Context: an optimization exercise on an open-source flow, tuned for small area. The choices shown serve that exercise and are no tape-out recipe.
The RTL was checked by simulation tests, not by an equivalence proof against the original design.
The clock input has no modelled driver; a real chip could not lean on it and would need a root buffer or a full tree.
Power figures rest on the tool's default switching activity, not on a simulated workload.

## flow/flow/abc_area.script

```
strash
dch -f
amap
topo
```

## flow/flow/downsize.tcl

```tcl
# Set every logic cell to the smallest cell of its own family (same function and
# pins, lower drive); repair_design, which runs next, sizes up whatever then needs it.
set db [ord::get_db]
set smallest [dict create]
foreach lib [$db getLibs] {
  foreach m [$lib getMasters] {
    set n [$m getName]
    if { ![regexp {^sky130_fd_sc_hd__(.+)_(\d+)$} $n -> fam drv] } { continue }
    if { [regexp {^(df|sdf|edf|dl|tap|fill|decap|conb|diode|probe|lpflow|clk)} $fam] } { continue }
    set lc [get_lib_cells -quiet */$n]
    if { $lc == "" || [get_property $lc dont_use] } { continue }
    set a [expr { [$m getWidth] * [$m getHeight] }]
    if { ![dict exists $smallest $fam] || $a < [lindex [dict get $smallest $fam] 1] } {
      dict set smallest $fam [list $n $a]
    }
  }
}
set count 0
foreach inst [[ord::get_db_block] getInsts] {
  set n [[$inst getMaster] getName]
  if { ![regexp {^sky130_fd_sc_hd__(.+)_(\d+)$} $n -> fam drv] } { continue }
  if { ![dict exists $smallest $fam] } { continue }
  set target [lindex [dict get $smallest $fam] 0]
  if { $target == $n } { continue }
  if { [$inst isFixed] || [$inst getPlacementStatus] == "FIRM" } { continue }
  replace_cell [get_cells [$inst getName]] [get_lib_cells */$target]
  incr count
}
puts "downsize: resized $count instances"
```

## flow/design.v

```verilog
module ad7606_drive#(
    parameter           P_RANGE = 0
)(
    input               i_clk           ,
    input               i_rst           ,
    input               i_user_ctrl     ,
    output [15:0]       o_user_data_1   ,
    output              o_user_valid_1  ,
    output [15:0]       o_user_data_2   ,
    output              o_user_valid_2  ,
    output [15:0]       o_user_data_3   ,
    output              o_user_valid_3  ,
    output [15:0]       o_user_data_4   ,
    output              o_user_valid_4  ,
    output [15:0]       o_user_data_5   ,
    output              o_user_valid_5  ,
    output [15:0]       o_user_data_6   ,
    output              o_user_valid_6  ,
    output [15:0]       o_user_data_7   ,
    output              o_user_valid_7  ,
    output [15:0]       o_user_data_8   ,
    output              o_user_valid_8  ,
    output              o_ad_psb_sel    ,
    output              o_ad_stby       ,
    output              o_ad_convstA    ,
    output              o_ad_convstB    ,
    output              o_ad_reset      ,
    output              o_ad_cs         ,
    output              o_ad_rd         ,
    output [2:0]        o_ad_osc        ,
    output              o_ad_range      ,
    input               i_ad_busy       ,
    input  [15:0]       i_ad_data
);
reg  [6:0]  r_st;
wire [6:0]  w_nst;
reg  [15:0] r_data;
wire        w_convst_n, w_cs_n, w_rd_n;
wire [8:1]  w_valid;
wire        w_hold_i, w_hold_b, w_jmp, w_skip;
always @(posedge i_clk or posedge i_rst)
begin
    if (i_rst)
        r_st <= 7'd26;
    else
        r_st <= w_nst;
end
always @(posedge i_clk)
    r_data <= i_ad_data;
assign o_ad_reset = ~((~r_st[2]) | (r_st[0] & r_st[1]) | (r_st[5]) | (r_st[6]));
assign w_convst_n = (~r_st[0] & ~r_st[1] & ~r_st[2] & ~r_st[3] & ~r_st[4] & ~r_st[6]);
assign w_cs_n = ~((~r_st[5]) | (~r_st[3] & ~r_st[4]) | (~r_st[2] & ~r_st[4]) | (~r_st[0] & ~r_st[1] & ~r_st[4]) | (r_st[0] & r_st[2] & r_st[3] & r_st[4]) | (r_st[1] & r_st[2] & r_st[3] & r_st[4]) | (r_st[6]));
assign w_rd_n = ~((~r_st[5]) | (~r_st[3] & ~r_st[4]) | (~r_st[2] & ~r_st[4]) | (~r_st[0]) | (r_st[2] & r_st[3] & r_st[4]) | (r_st[6]));
assign w_valid[1] = (r_st[0] & r_st[1] & r_st[2] & r_st[3] & ~r_st[4] & ~r_st[6]);
assign w_valid[2] = (r_st[0] & ~r_st[1] & ~r_st[2] & ~r_st[3] & r_st[4] & ~r_st[6]);
assign w_valid[3] = (r_st[0] & r_st[1] & ~r_st[2] & ~r_st[3] & r_st[4] & ~r_st[6]);
assign w_valid[4] = (r_st[0] & ~r_st[1] & r_st[2] & ~r_st[3] & r_st[4] & ~r_st[6]);
assign w_valid[5] = (r_st[0] & r_st[1] & r_st[2] & ~r_st[3] & r_st[4] & ~r_st[6]);
assign w_valid[6] = (r_st[0] & ~r_st[1] & ~r_st[2] & r_st[3] & r_st[4] & r_st[5]);
assign w_valid[7] = (r_st[0] & r_st[1] & ~r_st[2] & r_st[3] & r_st[4] & r_st[5]);
assign w_valid[8] = (r_st[0] & ~r_st[1] & r_st[2] & r_st[3] & r_st[4] & r_st[5]);
assign w_hold_i = (~r_st[0] & ~r_st[2] & ~r_st[5] & ~r_st[6]);
assign w_hold_b = (~r_st[0] & r_st[1] & ~r_st[2] & r_st[3] & ~r_st[4] & ~r_st[6]);
assign w_skip = (r_st[0] & ~r_st[1] & ~r_st[2] & r_st[3] & ~r_st[4] & ~r_st[6]);
assign w_jmp = (r_st[3] & r_st[4] & r_st[5] & r_st[6]);
wire       w_en  = ~(w_hold_i & ~i_user_ctrl) & ~(w_hold_b & i_ad_busy);
wire [6:0] w_inc = (r_st + {6'd0, w_en}) | {6'd0, w_skip & ~i_ad_busy};
assign w_nst = (w_inc & ~({7{w_jmp}} & 7'd96)) | ({7{w_jmp}} & 7'd6);
assign o_ad_convstA   = ~w_convst_n;
assign o_ad_convstB   = ~w_convst_n;
assign o_ad_cs        = ~w_cs_n;
assign o_ad_rd        = ~w_rd_n;
assign o_user_valid_1 = w_valid[1];
assign o_user_valid_2 = w_valid[2];
assign o_user_valid_3 = w_valid[3];
assign o_user_valid_4 = w_valid[4];
assign o_user_valid_5 = w_valid[5];
assign o_user_valid_6 = w_valid[6];
assign o_user_valid_7 = w_valid[7];
assign o_user_valid_8 = w_valid[8];
assign o_user_data_1  = r_data & {16{w_valid[1]}};
assign o_user_data_2  = r_data & {16{w_valid[2]}};
assign o_user_data_3  = r_data & {16{w_valid[3]}};
assign o_user_data_4  = r_data & {16{w_valid[4]}};
assign o_user_data_5  = r_data & {16{w_valid[5]}};
assign o_user_data_6  = r_data & {16{w_valid[6]}};
assign o_user_data_7  = r_data & {16{w_valid[7]}};
assign o_user_data_8  = r_data & {16{w_valid[8]}};
assign o_ad_psb_sel   = 1'b0;
assign o_ad_stby      = 1'b0;
assign o_ad_osc       = 3'd0;
assign o_ad_range     = P_RANGE;
endmodule
```

## flow/flow/post_cts2.tcl

```tcl
# One clock buffer: CTS builds a root buffer feeding leaf buffers; with so few
# flip-flops one buffer (ROOT_CELL) can drive them all, so the leaf buffers'
# loads move onto the root's output net and the leaves are removed.
set root_cell $::env(CLOCK_ROOT_CELL)
set block [ord::get_db_block]
set clk_net [$block findNet i_clk]
set drv {}
foreach it [$clk_net getITerms] { lappend drv [$it getInst] }
if { [llength $drv] == 1 } {
  set root [lindex $drv 0]
  set rnet ""
  foreach it [$root getITerms] { if { [$it isOutputSignal] } { set rnet [$it getNet] } }
  set leaves {}
  foreach it [$rnet getITerms] {
    set inst [$it getInst]
    if { $inst != $root && [string match "sky130_fd_sc_hd__clkbuf_*" [[$inst getMaster] getName]] } { lappend leaves $inst }
  }
  set rnet_name [$rnet getName]
  foreach leaf $leaves {
    set lnet ""
    foreach it [$leaf getITerms] { if { [$it isOutputSignal] } { set lnet [$it getNet] } }
    set lname [$leaf getName]
    set lnet_name [$lnet getName]
    set pins {}
    foreach it [$lnet getITerms] {
      if { [$it getInst] != $leaf } { lappend pins "[[$it getInst] getName]/[[$it getMTerm] getName]" }
    }
    foreach p $pins {
      disconnect_pin $lnet_name $p
      connect_pin $rnet_name $p
    }
    delete_instance $lname
    delete_net $lnet_name
  }
  replace_cell [get_cells [$root getName]] [get_lib_cells */$root_cell]
  puts "post_cts2: removed [llength $leaves] leaf buffers, root is $root_cell"
  detailed_placement
  check_placement -verbose
  estimate_parasitics -placement
}
```

## flow/config.mk

```make
export PLATFORM = sky130hd
export DESIGN_NAME = ad7606_drive
export DESIGN_NICKNAME = ad7606_drive
export VERILOG_FILES = /design/flow/design.v
export SDC_FILE = /design/flow/constraint.sdc
export NUM_CORES = 4
export LEC_CHECK = 0
export ABC_AREA = 1
export CAP_MARGIN = 20
export CORE_AREA = 2.3 2.72 63.7 63.28
export CTS_BUF_LIST = sky130_fd_sc_hd__clkbuf_4
export DIE_AREA = 0 0 66 66
export SLEW_MARGIN = 20
```

## flow/standard.sh

```bash
#!/bin/bash
# synth_recipe.tcl (not shown) runs the flow's synth.tcl, then flattens the netlist and writes it again
# the make line also repeats each setting of config.mk as NAME=value (left out here)
make -C /OpenROAD-flow-scripts/flow DESIGN_CONFIG=/design/flow/config.mk WORK_HOME=/design/flow/orfs CLKGATE_MAP_FILE= SYNTH_SCRIPT=/design/flow/synth_recipe.tcl "${@:-finish}"
```

## flow/constraint.sdc

```tcl
create_clock -name core_clock -period 20.0 [get_ports {i_clk}]
set_input_delay 4.0000 -clock core_clock [delete_from_list [all_inputs] [get_ports {i_clk}]]
set_output_delay 4.0000 -clock core_clock [all_outputs]
set_load 0.01 [all_outputs]
```

## flow/flow/run.sh

```bash
#!/bin/bash
# The standard ORFS layout (standard.sh), with changes that only affect
# cell choice and sizes:
#  - synthesis is ORFS's own (synth_recipe.tcl, same passes and registers) except
#    that ABC maps with flow/abc_area.script (an area-only amap) and adders are
#    left to ABC instead of being mapped to half/full-adder cells first; the
#    flow runs with a copy of ORFS's scripts/ that differs only in that file,
#  - ports get the smallest buffer (buf_1) instead of clkdlybuf4s50_1,
#  - every logic cell starts at its smallest size before repair_design
#    (downsize.tcl), which then sizes up what it needs,
#  - power recovery downsizes cells with slack after global routing,
#  - the constant outputs share the one tie cell synthesis made,
#  - the clock tree is one buf_12 driving every flip-flop (post_cts2.tcl
#    moves the CTS leaf buffers' loads onto the root buffer and removes them).
set -euo pipefail
HERE=$(pwd)
rm -rf "$HERE/orfs_scripts"
cp -r "$FLOW_HOME/scripts" "$HERE/orfs_scripts"
cp "$HERE/flow/abc_area.script" "$HERE/orfs_scripts/abc_area.script"
export SCRIPTS_DIR="$HERE/orfs_scripts"
export ADDER_MAP_FILE=
export BUFFER_PORTS_ARGS="-buffer_cell sky130_fd_sc_hd__buf_1"
export PRE_RESIZE_TCL="$HERE/flow/downsize.tcl"
export RECOVER_POWER=100
export SKIP_REPAIR_TIE_FANOUT=1
export POST_CTS_TCL="$HERE/flow/post_cts2.tcl"
export CLOCK_ROOT_CELL=sky130_fd_sc_hd__buf_12
bash standard.sh > "$HERE/standard_flow.log" 2>&1
```

==> notes.md <==
-- per-layer routing --
| layer | track usage | part of all wire | vias up |
|---|---|---|---|
| li1 | - | - | 1005 |
| met1 | 0.303 | 0.38 | 898 |
| met2 | 0.472 | 0.51 | 115 |
| met3 | 0.0358 | 0.094 | 4 |
| met4 | 0.0306 | 0.0064 | 0 |
| met5 | 0 | 0 | - |
-- critical path, delay by kind of cell, from the launching register on --
family / cells / cell delay, ns
buf+inv: 3 / 0.74
flops: 1 / 0.54
simple gates: 6 / 1.08
-- power breakdown --
| group | switching (uW) | internal (uW) |
|---|---|---|
| sequential | 9.33 | 56.5 |
| clock | 11.8 | 8.58 |
| combinational | 50.9 | 20.4 |
| total | 72.0 | 85.5 |
-- cells by family (layout without fill, tap and decap cells) --
family                 after synthesis  count (layout)  share of synthesized area
AND/OR/NAND/NOR                    160             160                      0.454
buffers and inverters               40             195                      0.130
flip-flops                          23              23                      0.368
AO/OA/AOI/OAI                        9               9                     0.0452
other                                1               1                    0.00276
-- cells in the final DEF, fill, tap and decap left out, types with 2 or more instances in the layout --
master / count
buf_1: 160
nor2_1: 144
clkinv_1: 33
dfxtp_1: 16
nand2_1: 7
nand3_1: 5
dfrtp_1: 4
o21ai_0: 2
a21oi_1: 2
dfstp_1: 2
-- area by class of cell --
| class | instances | area share |
|---|---|---|
| tap | 48 | 0.0302 |
| timing repair buffer | 160 | 0.302 |
| multi-input combinational | 170 | 0.343 |
| sequential | 23 | 0.251 |
| inverter | 33 | 0.0622 |
| clock inverter | 1 | 0.00251 |
| clock buffer | 1 | 0.0101 |
-- metrics by stage --
stage	area, sq um	hold slack, ns
floorplan	1360	0.489
global placement	1970	0.540
detailed placement	1970	0.542
global route	1990	0.627
finish	1990	0.595
-- path summary, 6_finish.rpt --
kind / start / endpoint / slack (ns)
setup / recovery: r_st[1] / o_user_data_1[12] / 13.50
hold / removal: r_st[3] / r_st[3] / 0.60
setup reg to reg: r_st[1] / r_st[5] / 18.35
hold reg to reg: r_st[3] / r_st[3] / 0.60
max in group asynchronous: i_rst / r_st[1] / 16.05
min in group asynchronous: i_rst / r_st[5] / 3.72
-- synth_stat cells, drive strengths merged (2+ instances only) --
library cell / instances / area share
nor2: 144 / 0.40
clkinv: 33 / 0.091
dfxtp: 16 / 0.24
buf: 7 / 0.039
nand2: 7 / 0.019
nand3: 5 / 0.018
dfrtp: 4 / 0.074
dfstp: 3 / 0.058
a21oi: 2 / 0.0074
o21ai: 2 / 0.0074
-- sequential cells by signal, summed over array words and instances (netlist names) --
register  flops
r_data       16
r_st          7
==> reports/metrics.yaml <==
layout:
  finalNonFillerCells: 436
  area_growth_pct: 46.6
  multi_input_area_sq_um: 682
  drive_gt1_frac: 0.00773
  final-seq-area_sq_um: 499
  fillers: 406
  diodes: 0
  final_core_utilization: 0.544
  nets: 409
worst_setup_path:
  crit_fanout: 16
  critPathLaunchType: "flip-flop"
  critPathKind: "reg2out"
  reg2regPathDepth: 6
  required_ns: 16.00
  slowest_stage: "dfstp_2"
  critPathMaxStageDelay_ns: 0.54
  cp-end-kind: "output port"
  worstPathCellList: "clkinv_1 -> nor2_1 -> nand2_1 -> nor2_1 -> nand2_1 -> nor2_1 -> clkinv_1 -> nor2_1 -> buf_1"
  crit_arrival_ns: 2.50
  cp_common_cell: "nor2_1"
detailed_routing:
  drtAntennaViolNets: 0
  via_count: 2022
  dr.first_iter.drc_count: 94
  wl_per_cell_microns: 12.8
  dr.pass1.iters: 7
  wirelength_mm: 5.58
  viasPerCell: 4.64
  drc: 0
sta:
  rsz0062_at_grt: "false"
  maxSlewHeadroom: 0.626
  fin_ws_ns: 13.50
  max_freq_mhz: 154
  min_period_ns: 6.50
  tightest_slew_ns: 0.558
  tns_ns: 0
  finalCritPeriodShare: 0.325
  skew_ns: 0.00180
  finalMaxSlewViolations: 0
  setup_violations: 0
  hold_viol_final: 0
place:
  post-dp-hpwl_mm: 4.27
  numPortBuffers: 160
  place.gp.congestion: 0.983
  pre_cts_slack_ns: 13.67
  dp.cells: 434
floorplanning:
  die_w_microns: 66
  start_util: 0.371
  io_pins: 167
  die_height_microns: 66
  die_area_sq_um: 4360
  fp.coreArea_sq_um: 3660
  rows: 22
yosys:
  synth_seq_cells: 23
  seq_area_frac_synth: 0.368
  async_flop_share: 0.304
  netlist_area_sq_um: 1360
  avgSynthCellArea_sq_um: 5.83
  ys_types: 20
  syn-num-nets: 253
  synth_edf_count: 0
  synth_ff_type: "dfxtp_1"
  netlist_instances: 233
  synth_warnings: 1
pwr:
  ir_worst_vdd_mv: 0.0578
  p_total_uw: 158
  p_per_area_nw_per_um2: 79.1
  leakagePower_uw: 0.000809
grt:
  antenna_found_initial: 0
  grt.overflow.total: 0
  grt_pass1_wl_mm: 7.85
  grt_start_max_net_pins: 25
  gr-usage-all-layers: 0.249
  grt_pass1_vias: 1509
min_path:
  hold-path-cell-count: 2
  min_path_type: "reg2reg"
job:
  max_cap_viol_count: 0
clock_network:
  cts.clk_slew.worst_paths_ns: 0.09
  clock_latency_ns: 0.13
  clock_sinks: 23
outcome:
  status: "complete, no violations"

what the ideal ports hide:
How much do the figures lean on ideal ports? The routed layout below was timed once more, with nothing changed but the port constraints. Step 1 assumes that a clkbuf_16 drives the clock port and a buf_2 every other input. Step 2 also shifts input and output timing later by t, the mid clock arrival at the registers, as if the neighbouring blocks saw the same clock. Three values: ideal ports, drivers, drivers and shift; two values: the first two.
t, ns: 0.158
setup slack, ns: 13.495 / 13.464 / 13.622
worst setup path after step 2: register to output
slew at the worst register clock pin (ns): 0.09 / 0.09
After both steps this run still meets setup and hold. For this run, drivers alone change the setup slack by -0.031 ns; drivers and shift together by +0.127 ns.
